Source: an optimization exercise on an open RTL-to-GDS flow (aim: small area). Production flows keep margins and buffers that such runs may drop. Only simulation tests tie the RTL to the original design; equivalence was not proved. Power figures rest on the tool's default switching activity, not on a simulated workload.

==> inputs of job 412 <==
Design cpu, start of the top module:
module cpu (
    input  logic clk,
    input  logic cpu_en,
    input  logic reset,
    output logic [15:0] mem_addr,
    input  logic [7:0] mem_rdata,
    output logic [7:0] mem_wdata,
    output logic mem_read,
    output logic mem_write,
    input  logic nmi,
    input  logic irq
);
clock: 12.0 ns
lec_check: 0
abc_area: 1
cap_margin: 20
core_margin: 2
core_utilization: 40
gpl_timing_driven: 0
slew_margin: 20
standard.sh (not shown) runs the stock make flow with config.mk's settings and CLKGATE_MAP_FILE= SYNTH_SCRIPT=/design/flow/synth_recipe.tcl, a recipe that flattens the netlist after the stock synthesis.
==> flow/flow/run.sh <==
#!/bin/bash
# Layout flow: the standard flow, with one extra step after synthesis.
# The standard synthesis (standard.sh synth) is kept as is, registers included;
# only its combinational logic is re-mapped by ABC with an area-oriented script
# (flow/reopt.ys, flow/reopt.abc): two rounds of four runs with different
# seeds in parallel, each keeping the smallest netlist. The standard flow then lays the design out,
# with smaller port buffers and clock buffers.
set -euo pipefail
HERE=$(pwd)
RES=$HERE/orfs/results/$FLOW_PLATFORM/cpu/base
LIB=$FLOW_HOME/platforms/$FLOW_PLATFORM/lib/sky130_fd_sc_hd__tt_025C_1v80.lib
T=150

bash standard.sh synth > synth.log 2>&1

cp "$RES/1_2_yosys.v" "$HERE/std_1_2_yosys.v"

# reopt ROUND INPUT: four seeds in parallel from INPUT, keeping the smallest
reopt() {
    local round=$1 input=$2 seed best="" best_area="" area
    for seed in 1 2 3 4; do
        local tag="r${round}_s${seed}"
        sed -e "s#@T@#$T#g" -e "s#@SEED@#$((seed + 4 * (round - 1)))#g" flow/reopt.abc > "reopt_$tag.abc"
        sed -e "s#@LIB@#$LIB#g" -e "s#@IN@#$input#g" \
            -e "s#@OUT@#$HERE/reopt_$tag.v#g" -e "s#@ABC@#$HERE/reopt_$tag.abc#g" \
            flow/reopt.ys > "reopt_$tag.ys"
        yosys -s "reopt_$tag.ys" > "reopt_yosys_$tag.log" 2>&1 &
    done
    wait
    for seed in 1 2 3 4; do
        local tag="r${round}_s${seed}"
        area=$(grep -i "chip area" "reopt_yosys_$tag.log" | tail -1 | awk '{print $NF}')
        echo "round $round seed $seed: $area" >> reopt_areas.log
        if [[ -n "$area" && -s "reopt_$tag.v" ]]; then
            if [[ -z "$best" ]] || awk "BEGIN{exit !($area < $best_area)}"; then
                best=$tag; best_area=$area
            fi
        fi
    done
    echo "round $round best: $best, $best_area" >> reopt_areas.log
    cp "reopt_$best.v" "reopt_round$round.v"
}

reopt 1 "$HERE/std_1_2_yosys.v"
reopt 2 "$HERE/reopt_round1.v"
r1=$(grep "round 1 best" reopt_areas.log | awk '{print $NF}')
r2=$(grep "round 2 best" reopt_areas.log | awk '{print $NF}')
if awk "BEGIN{exit !($r2 < $r1)}"; then final=reopt_round2.v; else final=reopt_round1.v; fi
echo "final: $final" >> reopt_areas.log

cp "$HERE/$final" "$RES/1_2_yosys.v"
rm -f "$RES/1_synth.odb" "$RES/1_synth.sdc"
# Port buffers: the smallest buffer cell instead of the default delay cell.
# Clock tree: small clock buffers and no dummy loads.
bash standard.sh \
    BUFFER_PORTS_ARGS="-buffer_cell sky130_fd_sc_hd__buf_1" \
    CTS_ARGS="-sink_clustering_enable -repair_clock_nets -buf_list sky130_fd_sc_hd__clkbuf_8 -dont_use_dummy_load" \
    finish > finish.log 2>&1
Other scripts of this flow, unchanged in this note and not shown: flow/flow/reopt.abc, flow/flow/reopt.ys
==> inputs of job 5485, as changes to job 412 <==
--- a/flow/design.v
+++ b/flow/design.v
@@ -15,15 +15,14 @@
                            SI1 = 4'd8, SI2 = 4'd9, SI3 = 4'd10,
                            SI4 = 4'd11, SI5 = 4'd12, SI6 = 4'd13, WR = 4'd14;
     localparam logic [3:0] P1 = S3, IXA = S3, P2 = S4, FIX = S5, EA = S6;
     logic [3:0] state, next_state;
     logic [7:0] a, x, y, s, op, al, ah, data, pcl, pch;
     logic p_c, p_z, p_i, p_d, p_b, p_v, p_n;
     logic [7:0] p;
-    logic vsel;        
     logic reset_flg, nmi_flg, brk_flg, nmi_prev;
     assign p = {p_n, p_v, 1'b1, p_b, p_d, p_i, p_z, p_c};
     wire [7:0] rd = mem_rdata;
     wire c_nop    = (op == 8'hEA);
     wire c_flag   = (op[4:0] == 5'b11000) && (op[7:5] != 3'b100);
     wire c_inxy   = ({op[7:6], op[4:0]} == 7'b1101000);
     wire c_dex    = (op == 8'hCA);
@@ -42,61 +41,59 @@
     wire c_lda    = (op[1:0] == 2'b01);
     wire c_sh     = ({op[7], op[1:0]} == 3'b010);
     wire c_incdec = ({op[7:6], op[2:0]} == 5'b11110);
     wire c_cpxy   = ({op[7:6], op[4], op[1:0]} == 5'b11000) && !c_inxy;
     wire c_stxy   = ({op[7:5], op[2], op[0]} == 5'b10010);
     wire c_ldxy   = ({op[7:5], op[0]} == 4'b1010) && !c_taxy && !c_tsx && !c_br && !c_flag;
     logic lo_al, lo_s, lo_vec;       
-    logic hi_ah, hi_zero, hi_pc;     
+    logic hi_ah, hi_pc;     
     logic sa_a, sa_x, sa_y, sa_s, sa_p, sa_pch, sa_pcl, sa_data;
     logic sb_ah, sb_al, sb_rd;
     logic f_inv, f_cin1, f_cinc, f_and, f_or, f_xor, f_shl, f_shr, f_bit;
     logic we_a, we_x, we_y, we_s, s_inc, s_dec;
-    logic we_al, we_ah, ah_rd, we_pcl, we_pch, pch_rd, pc_inc, we_op;
-    logic we_vec, vec_next;
+    logic we_al, we_ah, ah_rd, we_pcl, we_pch, pch_rd, pc_inc;
     logic nz_w, c_w, v_w, p_load, we_i, we_d, we_b, i_val;
     logic flag_c, flag_v;
     logic brk_set, brk_clear, intflg_clear;
     wire int_pend = nmi_flg | (irq & ~p_i);
     wire abort = brk_flg & (nmi_flg | irq);
     logic alu_c;
     always_comb begin
         next_state = S0;
         mem_read = 1'b0; mem_write = 1'b0;
         lo_al = 1'b0; lo_s = 1'b0; lo_vec = 1'b0;
-        hi_ah = 1'b0; hi_zero = 1'b0; hi_pc = 1'b0;
+        hi_ah = 1'b0; hi_pc = 1'b0;
         sa_a = 1'b0; sa_x = 1'b0; sa_y = 1'b0; sa_s = 1'b0; sa_p = 1'b0;
         sa_pch = 1'b0; sa_pcl = 1'b0; sa_data = 1'b0;
         sb_ah = 1'b0; sb_al = 1'b0; sb_rd = 1'b0;
         f_inv = 1'b0; f_cin1 = 1'b0; f_cinc = 1'b0;
         f_and = 1'b0; f_or = 1'b0; f_xor = 1'b0; f_shl = 1'b0; f_shr = 1'b0; f_bit = 1'b0;
         we_a = 1'b0; we_x = 1'b0; we_y = 1'b0; we_s = 1'b0; s_inc = 1'b0; s_dec = 1'b0;
         we_al = 1'b0; we_ah = 1'b0; ah_rd = 1'b0;
-        we_pcl = 1'b0; we_pch = 1'b0; pch_rd = 1'b0; pc_inc = 1'b0; we_op = 1'b0;
-        we_vec = 1'b0; vec_next = 1'b0;
+        we_pcl = 1'b0; we_pch = 1'b0; pch_rd = 1'b0; pc_inc = 1'b0;
         nz_w = 1'b0; c_w = 1'b0; v_w = 1'b0; p_load = 1'b0;
         we_i = 1'b0; we_d = 1'b0; we_b = 1'b0; i_val = op[5];
         flag_c = 1'b0; flag_v = 1'b0;
         brk_set = 1'b0; brk_clear = 1'b0; intflg_clear = 1'b0;
         case (state)
         S0: begin
+            we_al = 1'b1; f_inv = nmi_flg;
             if (int_pend) begin
-                we_vec = 1'b1;
-                vec_next = nmi_flg;
                 we_b = 1'b1;
                 next_state = SI1;
             end else begin
                 mem_read = 1'b1; hi_pc = 1'b1;
-                we_op = 1'b1; pc_inc = 1'b1;
+                pc_inc = 1'b1;
                 next_state = S1;
             end
         end
         SI1: begin
-            if (abort) brk_clear = 1'b1;
-            else next_state = SI2;
+            we_a = reset_flg; we_x = reset_flg; we_y = reset_flg;
+            p_load = reset_flg;
+            next_state = SI2;
         end
         SI2, SI3: begin
             lo_s = 1'b1;
             sa_pch = (state == SI2); sa_pcl = (state == SI3);
             mem_write = ~reset_flg;
             s_dec = 1'b1;
             if (abort) brk_clear = 1'b1;
@@ -162,17 +159,17 @@
             end else if (c_bit) begin
                 mem_read = 1'b1; pc_inc = 1'b1;
                 next_state = op[3] ? S2 : EA;
             end else if (c_jmp | c_jsr) begin
                 mem_read = 1'b1; pc_inc = 1'b1;
                 next_state = S2;
             end else if (c_brk) begin
+                sb_rd = 1'b0;    
                 if (~p_i) begin
                     we_b = 1'b1; brk_set = 1'b1;
-                    we_vec = 1'b1;
                     pc_inc = 1'b1;
                     next_state = SI2;
                 end
             end else if (c_lda) begin
                 mem_read = 1'b1; pc_inc = 1'b1;
                 if (op[4:2] == 3'b010) begin
                     sa_a = (op[7:6] != 2'b10);
@@ -428,15 +425,15 @@
                 ({8{f_shr}} & {f_cinc & p_c, alu_a[7:1]});
         alu_c = (f_add & sum[8]) | (f_shl & alu_a[7]) | (f_shr & alu_a[0]);
     end
     wire alu_z = (alu_y == 8'h00);
     wire alu_v = f_bit ? alu_b[6] : ((~(alu_a[7] ^ bx[7])) & (alu_a[7] ^ alu_y[7]));
     wire alu_n = f_bit ? alu_b[7] : alu_y[7];
     always_comb begin
-        if (lo_vec) mem_addr = {8'hff, 5'b11111, reset_flg | ~vsel, ~reset_flg, state[0]};
+        if (lo_vec) mem_addr = {8'hff, 5'b11111, reset_flg | ~al[0], ~reset_flg, state[0]};
         else if (lo_s) mem_addr = {8'h01, s};
         else begin
             mem_addr[7:0] = lo_al ? al : pcl;
             mem_addr[15:8] = hi_pc ? pch : hi_ah ? ah : 8'h00;
         end
     end
     assign mem_wdata = alu_a;    
@@ -477,54 +474,45 @@
         s_cy[0] = 1'b1;
         for (int i = 0; i < 8; i++) begin
             s_step[i] = s[i] ^ s_cy[i];
             s_cy[i+1] = s_cy[i] & (s[i] ^ s_dec);
         end
     end
     always_ff @(posedge clk) begin
-        if (cpu_en & we_vec) vsel <= vec_next;
-    end
-    always_ff @(posedge clk) begin
         if (reset) begin
-            a <= 8'h00;
-            x <= 8'h00;
-            y <= 8'h00;
             s <= 8'hfd;
         end else if (cpu_en) begin
+            if (we_s) s <= alu_y;
+            else if (s_inc | s_dec) s <= s_step;
+        end
+    end
+    always_ff @(posedge clk) begin
+        if (cpu_en) begin
             if (we_a) a <= alu_y;
             if (we_x) x <= alu_y;
             if (we_y) y <= alu_y;
-            if (we_s) s <= alu_y;
-            else if (s_inc | s_dec) s <= s_step;
         end
     end
     always_ff @(posedge clk) begin
         if (cpu_en) begin
-            if (we_op) op <= rd;
+            if (state == S0) op <= rd;    
             if (we_al) al <= alu_y;
             if (we_ah) ah <= ah_rd ? rd : alu_y;
             data <= alu_y;    
             if (pc_inc) {pch, pcl} <= pc_next;
             else begin
                 if (we_pcl) pcl <= alu_y;
                 if (we_pch) pch <= pch_rd ? rd : alu_y;
             end
         end
     end
     always_ff @(posedge clk) begin
-        if (reset) begin
-            p_c <= 1'b0;
-            p_z <= 1'b0;
-            p_d <= 1'b0;
-            p_b <= 1'b1;
-            p_v <= 1'b0;
-            p_n <= 1'b0;
-        end else if (cpu_en) begin
+        if (cpu_en) begin
             if (p_load) begin
-                {p_n, p_v, p_b, p_d, p_z, p_c} <= {alu_y[7:6], alu_y[4:3], alu_y[1:0]};
+                {p_n, p_v, p_b, p_d, p_z, p_c} <= {alu_y[7:6], alu_y[4] | reset_flg, alu_y[3], alu_y[1:0]};
             end else begin
                 if (nz_w) begin
                     p_n <= alu_n;
                     p_z <= alu_z;
                 end
                 if (c_w) p_c <= flag_c ? op[5] : alu_c;
                 if (v_w) p_v <= flag_v ? 1'b0 : alu_v;
--- a/flow/flow/run.sh
+++ b/flow/flow/run.sh
@@ -1,13 +1,14 @@
 #!/bin/bash
 # Layout flow: the standard flow, with one extra step after synthesis.
 # The standard synthesis (standard.sh synth) is kept as is, registers included;
 # only its combinational logic is re-mapped by ABC with an area-oriented script
-# (flow/reopt.ys, flow/reopt.abc): two rounds of four runs with different
-# seeds in parallel, each keeping the smallest netlist. The standard flow then lays the design out,
+# (flow/reopt.ys, flow/reopt.abc): four rounds of four runs with different
+# seeds in parallel, each keeping the smallest netlist. The standard flow then
+# lays the design out,
 # with smaller port buffers and clock buffers.
 set -euo pipefail
 HERE=$(pwd)
 RES=$HERE/orfs/results/$FLOW_PLATFORM/cpu/base
 LIB=$FLOW_HOME/platforms/$FLOW_PLATFORM/lib/sky130_fd_sc_hd__tt_025C_1v80.lib
 T=150
 
@@ -37,22 +38,27 @@
             fi
         fi
     done
     echo "round $round best: $best, $best_area" >> reopt_areas.log
     cp "reopt_$best.v" "reopt_round$round.v"
 }
 
-reopt 1 "$HERE/std_1_2_yosys.v"
-reopt 2 "$HERE/reopt_round1.v"
-r1=$(grep "round 1 best" reopt_areas.log | awk '{print $NF}')
-r2=$(grep "round 2 best" reopt_areas.log | awk '{print $NF}')
-if awk "BEGIN{exit !($r2 < $r1)}"; then final=reopt_round2.v; else final=reopt_round1.v; fi
-echo "final: $final" >> reopt_areas.log
+# each round starts from the best netlist so far
+final="$HERE/std_1_2_yosys.v"
+final_area=""
+for round in 1 2 3 4; do
+    reopt $round "$final"
+    area=$(grep "round $round best" reopt_areas.log | awk '{print $NF}')
+    if [[ -z "$final_area" ]] || awk "BEGIN{exit !($area < $final_area)}"; then
+        final="$HERE/reopt_round$round.v"; final_area=$area
+    fi
+done
+echo "final: $final $final_area" >> reopt_areas.log
 
-cp "$HERE/$final" "$RES/1_2_yosys.v"
+cp "$final" "$RES/1_2_yosys.v"
 rm -f "$RES/1_synth.odb" "$RES/1_synth.sdc"
 # Port buffers: the smallest buffer cell instead of the default delay cell.
 # Clock tree: small clock buffers and no dummy loads.
 bash standard.sh \
     BUFFER_PORTS_ARGS="-buffer_cell sky130_fd_sc_hd__buf_1" \
     CTS_ARGS="-sink_clustering_enable -repair_clock_nets -buf_list sky130_fd_sc_hd__clkbuf_8 -dont_use_dummy_load" \
     finish > finish.log 2>&1
- CAP_MARGIN: 20 -> 10
- SLEW_MARGIN: 20 -> 10
==> inputs of job 327, as changes to job 412 <==
--- a/flow/design.v
+++ b/flow/design.v
@@ -15,15 +15,14 @@
                            SI1 = 4'd8, SI2 = 4'd9, SI3 = 4'd10,
                            SI4 = 4'd11, SI5 = 4'd12, SI6 = 4'd13, WR = 4'd14;
     localparam logic [3:0] P1 = S3, IXA = S3, P2 = S4, FIX = S5, EA = S6;
     logic [3:0] state, next_state;
     logic [7:0] a, x, y, s, op, al, ah, data, pcl, pch;
     logic p_c, p_z, p_i, p_d, p_b, p_v, p_n;
     logic [7:0] p;
-    logic vsel;        
     logic reset_flg, nmi_flg, brk_flg, nmi_prev;
     assign p = {p_n, p_v, 1'b1, p_b, p_d, p_i, p_z, p_c};
     wire [7:0] rd = mem_rdata;
     wire c_nop    = (op == 8'hEA);
     wire c_flag   = (op[4:0] == 5'b11000) && (op[7:5] != 3'b100);
     wire c_inxy   = ({op[7:6], op[4:0]} == 7'b1101000);
     wire c_dex    = (op == 8'hCA);
@@ -42,61 +41,59 @@
     wire c_lda    = (op[1:0] == 2'b01);
     wire c_sh     = ({op[7], op[1:0]} == 3'b010);
     wire c_incdec = ({op[7:6], op[2:0]} == 5'b11110);
     wire c_cpxy   = ({op[7:6], op[4], op[1:0]} == 5'b11000) && !c_inxy;
     wire c_stxy   = ({op[7:5], op[2], op[0]} == 5'b10010);
     wire c_ldxy   = ({op[7:5], op[0]} == 4'b1010) && !c_taxy && !c_tsx && !c_br && !c_flag;
     logic lo_al, lo_s, lo_vec;       
-    logic hi_ah, hi_zero, hi_pc;     
+    logic hi_ah, hi_pc;     
     logic sa_a, sa_x, sa_y, sa_s, sa_p, sa_pch, sa_pcl, sa_data;
     logic sb_ah, sb_al, sb_rd;
     logic f_inv, f_cin1, f_cinc, f_and, f_or, f_xor, f_shl, f_shr, f_bit;
     logic we_a, we_x, we_y, we_s, s_inc, s_dec;
-    logic we_al, we_ah, ah_rd, we_pcl, we_pch, pch_rd, pc_inc, we_op;
-    logic we_vec, vec_next;
+    logic we_al, we_ah, ah_rd, we_pcl, we_pch, pch_rd, pc_inc;
     logic nz_w, c_w, v_w, p_load, we_i, we_d, we_b, i_val;
     logic flag_c, flag_v;
     logic brk_set, brk_clear, intflg_clear;
     wire int_pend = nmi_flg | (irq & ~p_i);
     wire abort = brk_flg & (nmi_flg | irq);
     logic alu_c;
     always_comb begin
         next_state = S0;
         mem_read = 1'b0; mem_write = 1'b0;
         lo_al = 1'b0; lo_s = 1'b0; lo_vec = 1'b0;
-        hi_ah = 1'b0; hi_zero = 1'b0; hi_pc = 1'b0;
+        hi_ah = 1'b0; hi_pc = 1'b0;
         sa_a = 1'b0; sa_x = 1'b0; sa_y = 1'b0; sa_s = 1'b0; sa_p = 1'b0;
         sa_pch = 1'b0; sa_pcl = 1'b0; sa_data = 1'b0;
         sb_ah = 1'b0; sb_al = 1'b0; sb_rd = 1'b0;
         f_inv = 1'b0; f_cin1 = 1'b0; f_cinc = 1'b0;
         f_and = 1'b0; f_or = 1'b0; f_xor = 1'b0; f_shl = 1'b0; f_shr = 1'b0; f_bit = 1'b0;
         we_a = 1'b0; we_x = 1'b0; we_y = 1'b0; we_s = 1'b0; s_inc = 1'b0; s_dec = 1'b0;
         we_al = 1'b0; we_ah = 1'b0; ah_rd = 1'b0;
-        we_pcl = 1'b0; we_pch = 1'b0; pch_rd = 1'b0; pc_inc = 1'b0; we_op = 1'b0;
-        we_vec = 1'b0; vec_next = 1'b0;
+        we_pcl = 1'b0; we_pch = 1'b0; pch_rd = 1'b0; pc_inc = 1'b0;
         nz_w = 1'b0; c_w = 1'b0; v_w = 1'b0; p_load = 1'b0;
         we_i = 1'b0; we_d = 1'b0; we_b = 1'b0; i_val = op[5];
         flag_c = 1'b0; flag_v = 1'b0;
         brk_set = 1'b0; brk_clear = 1'b0; intflg_clear = 1'b0;
         case (state)
         S0: begin
+            we_al = 1'b1; f_inv = nmi_flg;
             if (int_pend) begin
-                we_vec = 1'b1;
-                vec_next = nmi_flg;
                 we_b = 1'b1;
                 next_state = SI1;
             end else begin
                 mem_read = 1'b1; hi_pc = 1'b1;
-                we_op = 1'b1; pc_inc = 1'b1;
+                pc_inc = 1'b1;
                 next_state = S1;
             end
         end
         SI1: begin
-            if (abort) brk_clear = 1'b1;
-            else next_state = SI2;
+            we_a = reset_flg; we_x = reset_flg; we_y = reset_flg;
+            p_load = reset_flg;
+            next_state = SI2;
         end
         SI2, SI3: begin
             lo_s = 1'b1;
             sa_pch = (state == SI2); sa_pcl = (state == SI3);
             mem_write = ~reset_flg;
             s_dec = 1'b1;
             if (abort) brk_clear = 1'b1;
@@ -162,17 +159,17 @@
             end else if (c_bit) begin
                 mem_read = 1'b1; pc_inc = 1'b1;
                 next_state = op[3] ? S2 : EA;
             end else if (c_jmp | c_jsr) begin
                 mem_read = 1'b1; pc_inc = 1'b1;
                 next_state = S2;
             end else if (c_brk) begin
+                sb_rd = 1'b0;    
                 if (~p_i) begin
                     we_b = 1'b1; brk_set = 1'b1;
-                    we_vec = 1'b1;
                     pc_inc = 1'b1;
                     next_state = SI2;
                 end
             end else if (c_lda) begin
                 mem_read = 1'b1; pc_inc = 1'b1;
                 if (op[4:2] == 3'b010) begin
                     sa_a = (op[7:6] != 2'b10);
@@ -428,15 +425,15 @@
                 ({8{f_shr}} & {f_cinc & p_c, alu_a[7:1]});
         alu_c = (f_add & sum[8]) | (f_shl & alu_a[7]) | (f_shr & alu_a[0]);
     end
     wire alu_z = (alu_y == 8'h00);
     wire alu_v = f_bit ? alu_b[6] : ((~(alu_a[7] ^ bx[7])) & (alu_a[7] ^ alu_y[7]));
     wire alu_n = f_bit ? alu_b[7] : alu_y[7];
     always_comb begin
-        if (lo_vec) mem_addr = {8'hff, 5'b11111, reset_flg | ~vsel, ~reset_flg, state[0]};
+        if (lo_vec) mem_addr = {8'hff, 5'b11111, reset_flg | ~al[0], ~reset_flg, state[0]};
         else if (lo_s) mem_addr = {8'h01, s};
         else begin
             mem_addr[7:0] = lo_al ? al : pcl;
             mem_addr[15:8] = hi_pc ? pch : hi_ah ? ah : 8'h00;
         end
     end
     assign mem_wdata = alu_a;    
@@ -477,54 +474,45 @@
         s_cy[0] = 1'b1;
         for (int i = 0; i < 8; i++) begin
             s_step[i] = s[i] ^ s_cy[i];
             s_cy[i+1] = s_cy[i] & (s[i] ^ s_dec);
         end
     end
     always_ff @(posedge clk) begin
-        if (cpu_en & we_vec) vsel <= vec_next;
-    end
-    always_ff @(posedge clk) begin
         if (reset) begin
-            a <= 8'h00;
-            x <= 8'h00;
-            y <= 8'h00;
             s <= 8'hfd;
         end else if (cpu_en) begin
+            if (we_s) s <= alu_y;
+            else if (s_inc | s_dec) s <= s_step;
+        end
+    end
+    always_ff @(posedge clk) begin
+        if (cpu_en) begin
             if (we_a) a <= alu_y;
             if (we_x) x <= alu_y;
             if (we_y) y <= alu_y;
-            if (we_s) s <= alu_y;
-            else if (s_inc | s_dec) s <= s_step;
         end
     end
     always_ff @(posedge clk) begin
         if (cpu_en) begin
-            if (we_op) op <= rd;
+            if (state == S0) op <= rd;    
             if (we_al) al <= alu_y;
             if (we_ah) ah <= ah_rd ? rd : alu_y;
             data <= alu_y;    
             if (pc_inc) {pch, pcl} <= pc_next;
             else begin
                 if (we_pcl) pcl <= alu_y;
                 if (we_pch) pch <= pch_rd ? rd : alu_y;
             end
         end
     end
     always_ff @(posedge clk) begin
-        if (reset) begin
-            p_c <= 1'b0;
-            p_z <= 1'b0;
-            p_d <= 1'b0;
-            p_b <= 1'b1;
-            p_v <= 1'b0;
-            p_n <= 1'b0;
-        end else if (cpu_en) begin
+        if (cpu_en) begin
             if (p_load) begin
-                {p_n, p_v, p_b, p_d, p_z, p_c} <= {alu_y[7:6], alu_y[4:3], alu_y[1:0]};
+                {p_n, p_v, p_b, p_d, p_z, p_c} <= {alu_y[7:6], alu_y[4] | reset_flg, alu_y[3], alu_y[1:0]};
             end else begin
                 if (nz_w) begin
                     p_n <= alu_n;
                     p_z <= alu_z;
                 end
                 if (c_w) p_c <= flag_c ? op[5] : alu_c;
                 if (v_w) p_v <= flag_v ? 1'b0 : alu_v;
--- a/flow/flow/run.sh
+++ b/flow/flow/run.sh
@@ -1,13 +1,14 @@
 #!/bin/bash
 # Layout flow: the standard flow, with one extra step after synthesis.
 # The standard synthesis (standard.sh synth) is kept as is, registers included;
 # only its combinational logic is re-mapped by ABC with an area-oriented script
-# (flow/reopt.ys, flow/reopt.abc): two rounds of four runs with different
-# seeds in parallel, each keeping the smallest netlist. The standard flow then lays the design out,
+# (flow/reopt.ys, flow/reopt.abc): four rounds of four runs with different
+# seeds in parallel, each keeping the smallest netlist. The standard flow then
+# lays the design out,
 # with smaller port buffers and clock buffers.
 set -euo pipefail
 HERE=$(pwd)
 RES=$HERE/orfs/results/$FLOW_PLATFORM/cpu/base
 LIB=$FLOW_HOME/platforms/$FLOW_PLATFORM/lib/sky130_fd_sc_hd__tt_025C_1v80.lib
 T=150
 
@@ -37,22 +38,27 @@
             fi
         fi
     done
     echo "round $round best: $best, $best_area" >> reopt_areas.log
     cp "reopt_$best.v" "reopt_round$round.v"
 }
 
-reopt 1 "$HERE/std_1_2_yosys.v"
-reopt 2 "$HERE/reopt_round1.v"
-r1=$(grep "round 1 best" reopt_areas.log | awk '{print $NF}')
-r2=$(grep "round 2 best" reopt_areas.log | awk '{print $NF}')
-if awk "BEGIN{exit !($r2 < $r1)}"; then final=reopt_round2.v; else final=reopt_round1.v; fi
-echo "final: $final" >> reopt_areas.log
+# each round starts from the best netlist so far
+final="$HERE/std_1_2_yosys.v"
+final_area=""
+for round in 1 2 3 4; do
+    reopt $round "$final"
+    area=$(grep "round $round best" reopt_areas.log | awk '{print $NF}')
+    if [[ -z "$final_area" ]] || awk "BEGIN{exit !($area < $final_area)}"; then
+        final="$HERE/reopt_round$round.v"; final_area=$area
+    fi
+done
+echo "final: $final $final_area" >> reopt_areas.log
 
-cp "$HERE/$final" "$RES/1_2_yosys.v"
+cp "$final" "$RES/1_2_yosys.v"
 rm -f "$RES/1_synth.odb" "$RES/1_synth.sdc"
 # Port buffers: the smallest buffer cell instead of the default delay cell.
 # Clock tree: small clock buffers and no dummy loads.
 bash standard.sh \
     BUFFER_PORTS_ARGS="-buffer_cell sky130_fd_sc_hd__buf_1" \
     CTS_ARGS="-sink_clustering_enable -repair_clock_nets -buf_list sky130_fd_sc_hd__clkbuf_8 -dont_use_dummy_load" \
     finish > finish.log 2>&1
==> qor summary <==
Status: job 5485 no timing/DRC/antenna violations; job 412 no timing/DRC/antenna violations; job 327 no timing/DRC/antenna violations
Dominant cell type by count on the critical path: job 5485 a21oi_1; job 412 -; job 327 nand2_1
Sequential portion of the cell area: job 5485 0.390; job 412 0.351; job 327 0.392
Area growth from synthesis to final layout: job 5485 9.45%; job 412 10.2%; job 327 9.41%
Fraction of area in multi-input gates: job 5485 0.512; job 412 0.543; job 327 0.508
Critical Path Fanout Max: job 5485 20; job 412 22; job 327 16
Nonclk inv count: job 5485 30; job 412 38; job 327 36
Post-layout min period: job 5485 10990 ps; job 412 10110 ps; job 327 9970 ps
Net Sw Power: job 5485 0.297 mW; job 412 0.235 mW; job 327 0.260 mW
Worst-path cell with the longest stage delay: job 5485 nor3_1; job 412 nor4_1; job 327 edfxtp_1
Total combinational power: job 5485 0.242 mW; job 412 0.173 mW; job 327 0.197 mW
Source of the worst register-to-register timing path: job 5485 state[1]; job 412 op[1]; job 327 op[1]
Gate count of the mapped netlist: job 5485 721; job 412 773; job 327 741
Clock sink count: job 5485 95; job 412 96; job 327 95
Last weighted congestion value of the routability-driven placer: job 5485 0.974; job 412 1.00; job 327 0.981
Total power consumption of the routed design: job 5485 0.853 mW; job 412 0.720 mW; job 327 0.789 mW

afterwards: timing with drivers on the ports:
The flow's constraints put no driver on any port. The routed layouts listed below were extracted and timed again, unchanged, in two steps. Step 1 (the two cells are an assumption about what drives the block):
set clk [get_ports {clk}]
set_driving_cell -lib_cell sky130_fd_sc_hd__clkbuf_16 $clk
set_driving_cell -lib_cell sky130_fd_sc_hd__buf_2 [delete_from_list [all_inputs] $clk]
Step 2 times the ports against the registers' clock, not the clock port: input delays grow and output delays shrink by t, the midpoint of the rising clock arrivals with the driver on. Three values: ideal ports, drivers, drivers and shift; two values: the first two.
| run | t, ns | setup slack, ns | pins driven straight from the clock port |
|---|---|---|---|
| job 412 | 0.405 | 1.891 / 1.891 / 1.891 | 1 |
| job 5485 | 0.410 | 1.006 / 1.006 / 1.006 | 1 |
| job 327 | 0.405 | 2.032 / 2.032 / 2.032 | 1 |
After both steps every run listed still meets setup and hold.
